Background: an optimization exercise with open tools, aiming at small area. Do not read the settings as production practice.
Function was checked by simulation only, so behaviour that the tests miss may differ from the original.
No driver is modelled on the clock port, so clock power and skew are understated where the tree is cut down; a real chip needs a root buffer or a tree.
No activity file was given, so power comes from the tool's default toggle rates.

## pepper
## vending_machine
module vending_machine(
    input  wire clk,
    input  wire rst,
    input  wire resetBtn_n,
    input  wire nickelBtn_n,
    input  wire dimeBtn_n,
    input  wire quarterBtn_n,
    output wire dispenseLed,
    output wire changeLed,
    output wire [6:0] segOut,
    output wire [5:0] digitSel
);
Size in the first run: ~390 cells after synthesis, roughly 120 flip-flops, roughly 21 I/O pins, about 0.0036 mm² of cells after synthesis.
export LEC_CHECK = 0
export CAP_MARGIN = 20
export CORE_MARGIN = 2
export CORE_UTILIZATION = 40
export SLEW_MARGIN = 20
create_clock -name core_clock -period 10.0 [get_ports {clk}]
standard.sh (not shown) runs the stock make flow with config.mk's settings and CLKGATE_MAP_FILE= SYNTH_SCRIPT=/design/flow/synth_recipe.tcl, a recipe that flattens the netlist after the stock synthesis.
==> flow/flow/run.sh <==
#!/bin/bash
# Own layout flow: the standard flow (standard.sh) with three changes.
#  1. Synthesis: the standard flow's synthesis script (flow/synth.tcl) with ORFS's adder extraction skipped
#     and ABC run with an area-oriented script (flow/area.abc) instead of the speed script.
#     Registers come from the same dfflibmap step, so their names and cells are unchanged.
#  2. A hand-built two-level clock tree (flow/cts_pre.tcl, run as ORFS's PRE_CTS_TCL hook):
#     CTS_K leaf buffers over equal groups of flip-flops, one root buffer.
#  3. Port buffers are buf_1 cells.
# Each tool's full output goes to the ORFS logs under orfs/logs; make's own output to flow_make.log.
set -euo pipefail
W=$(pwd)
export AREA_ABC_SCRIPT="$W/flow/area.abc"
export CTS_K=${CTS_K:-10} CTS_LEAF=${CTS_LEAF:-sky130_fd_sc_hd__clkbuf_4} CTS_ROOT=${CTS_ROOT:-sky130_fd_sc_hd__clkbuf_4}
bash standard.sh \
  "SYNTH_SCRIPT=$W/flow/synth.tcl" \
  "PRE_CTS_TCL=$W/flow/cts_pre.tcl" \
  "BUFFER_PORTS_ARGS=-buffer_cell sky130_fd_sc_hd__buf_1" \
  finish > "$W/flow_make.log" 2>&1
==> flow/flow/cts_pre.tcl <==
# Hand-built clock tree, sourced by ORFS cts.tcl as its PRE_CTS_TCL hook: the flip-flops are split
# by recursive median bisection of their placed locations into CTS_K equal groups; each group
# gets a leaf buffer (CTS_LEAF) at its centroid, and one root buffer (CTS_ROOT) drives the leaves
# from the clk port. clock_tree_synthesis is then replaced by setting the clock propagated,
# and cts.tcl goes on as usual (legalisation, timing repair).
proc bisect {pts K} {
  if {$K <= 1} { return [list $pts] }
  set xs [lsort -integer [lmap p $pts {lindex $p 1}]]; set ys [lsort -integer [lmap p $pts {lindex $p 2}]]
  set dx [expr {[lindex $xs end]-[lindex $xs 0]}]; set dy [expr {[lindex $ys end]-[lindex $ys 0]}]
  set ax [expr {$dx >= $dy ? 1 : 2}]
  set sorted [lsort -integer -index $ax $pts]
  set K1 [expr {$K/2}]; set K2 [expr {$K-$K1}]
  set n1 [expr {int(round(double([llength $pts])*$K1/$K))}]
  return [concat [bisect [lrange $sorted 0 [expr {$n1-1}]] $K1] [bisect [lrange $sorted $n1 end] $K2]]
}
# manual clock tree: K equal clusters (recursive bisection of flop locations), each driven by a leaf buffer LEAF;
# leaves driven by one root buffer ROOT from the clk port.
proc manual_clock_tree {K LEAF ROOT} {
  set block [ord::get_db_block]
  set db [ord::get_db]
  set clknet [$block findNet clk]
  set sinks {}
  foreach it [$clknet getITerms] { lappend sinks $it }
  set n [llength $sinks]
  set idx {}
  set pts {}
  set i 0
  foreach it $sinks { set inst [$it getInst]; set bb [$inst getBBox]; lappend pts [list $i [expr {([$bb xMin]+[$bb xMax])/2}] [expr {([$bb yMin]+[$bb yMax])/2}]]; incr i }
  set groups [bisect $pts $K]
  set asg [lrepeat $n 0]
  set cent {}
  set k 0
  foreach g $groups {
    set sx 0; set sy 0
    foreach p $g { lset asg [lindex $p 0] $k; set sx [expr {$sx+[lindex $p 1]}]; set sy [expr {$sy+[lindex $p 2]}] }
    lappend cent [list [expr {int($sx/[llength $g])}] [expr {int($sy/[llength $g])}]]
    incr k
  }
  set rmaster [$db findMaster $ROOT]
  set lmaster [$db findMaster $LEAF]
  set root [odb::dbInst_create $block $rmaster "clkroot_buf"]
  set rnet [odb::dbNet_create $block "clknet_root"]
  $rnet setSigType CLOCK
  # root at centroid of all
  set sx 0; set sy 0; foreach c $cent { set sx [expr {$sx+[lindex $c 0]}]; set sy [expr {$sy+[lindex $c 1]}] }
  $root setLocation [expr {int($sx/$K)}] [expr {int($sy/$K)}]
  $root setPlacementStatus PLACED
  for {set k 0} {$k < $K} {incr k} {
    set inst [odb::dbInst_create $block $lmaster "clkleaf_buf_$k"]
    set net [odb::dbNet_create $block "clknet_leaf_$k"]
    $net setSigType CLOCK
    [$inst findITerm A] connect $rnet
    [$inst findITerm X] connect $net
    set c [lindex $cent $k]
    $inst setLocation [lindex $c 0] [lindex $c 1]
    $inst setPlacementStatus PLACED
    foreach it $sinks a $asg { if {$a == $k} { $it disconnect; $it connect $net } }
  }
  [$root findITerm A] connect $clknet
  [$root findITerm X] connect $rnet
}
manual_clock_tree $::env(CTS_K) $::env(CTS_LEAF) $::env(CTS_ROOT)
rename clock_tree_synthesis orig_clock_tree_synthesis
proc clock_tree_synthesis {args} {
  puts "clock tree built by cts_pre.tcl: $::env(CTS_K) x $::env(CTS_LEAF), root $::env(CTS_ROOT)"
  set_propagated_clock [all_clocks]
}
Other scripts of this flow, unchanged in this note and not shown: flow/flow/area.abc, flow/flow/synth.tcl
pepper: flow completed, timing, DRC and antenna clean
Modified inputs, onyx compared to pepper
--- a/flow/flow/run.sh
+++ b/flow/flow/run.sh
@@ -13 +13 @@
-export CTS_K=${CTS_K:-10} CTS_LEAF=${CTS_LEAF:-sky130_fd_sc_hd__clkbuf_4} CTS_ROOT=${CTS_ROOT:-sky130_fd_sc_hd__clkbuf_4}
+export CTS_K=${CTS_K:-8} CTS_LEAF=${CTS_LEAF:-sky130_fd_sc_hd__clkbuf_8} CTS_ROOT=${CTS_ROOT:-sky130_fd_sc_hd__clkbuf_4}
### Flow results
- onyx: PASS, flow complete, no timing, DRC or antenna violations
- Re internal power component: pepper and onyx aren't equal, and the lower value belongs to pepper.
- onyx vs. pepper: cell count went down by 2.
- In onyx the met3 layer usage reported by global route turned out 0.35 points lower than in pepper.
- Compared with pepper, in onyx inverter count of the layout excluding clock inverters stayed essentially flat; insertion delay of the later-clocked pin in the worst-skew pair stayed essentially flat.
- Global-route usage: pepper vs onyx, no meaningful difference
- The first-iteration DRC count of onyx was superior to that of pepper.
- Between onyx and pepper, the post-route fraction of the period consumed by the critical path does not differ in any meaningful way.
### onyx -> willow
--- a/flow/flow/run.sh
+++ b/flow/flow/run.sh
@@ -13 +13 @@
-export CTS_K=${CTS_K:-8} CTS_LEAF=${CTS_LEAF:-sky130_fd_sc_hd__clkbuf_8} CTS_ROOT=${CTS_ROOT:-sky130_fd_sc_hd__clkbuf_4}
+export CTS_K=${CTS_K:-6} CTS_LEAF=${CTS_LEAF:-sky130_fd_sc_hd__clkbuf_8} CTS_ROOT=${CTS_ROOT:-sky130_fd_sc_hd__clkbuf_4}
## What came out
willow | stages: all done | timing, DRC, antenna: all pass
Multi-input logic portion of the cell area is higher on willow
For the total power divided by cell area, willow came in 3.9 mW/mm² lower than onyx did.
Per the comparison of willow with onyx, sequential share of layout area now larger, instance count after placement with tap cells included ~0 delta, area added between synthesis and finish decreased by 0.76 points relative to the old numbers.
In every run of this note, the design's own scripts or RTL, not TritonCTS, make the clock network.

## what the ideal ports hide
No port has a modelled driver above. Below, the same layouts with a new extraction and two added sets of constraints.
Step 1, drivers: a clkbuf_16 drives clk and a buf_2 each remaining input, both assumed.
Step 2, shift: input delay + t, output delay - t, t = (earliest + latest rising clock arrival at the registers) / 2. This alone moves slack from input paths to output paths.
Three values: ideal, step 1, step 2; two values: the first two.
| run | shift t [ns] | setup WS [ns] | worst slew at a driven data input, ns |
|---|---|---|---|
| pepper | 0.477 | 5.594 / 5.566 / 6.043 | 0.03 |
| onyx | 0.484 | 5.600 / 5.569 / 6.054 | 0.03 |
| willow | 0.447 | 5.626 / 5.598 / 6.045 | 0.03 |
After both steps every run listed still meets setup and hold.
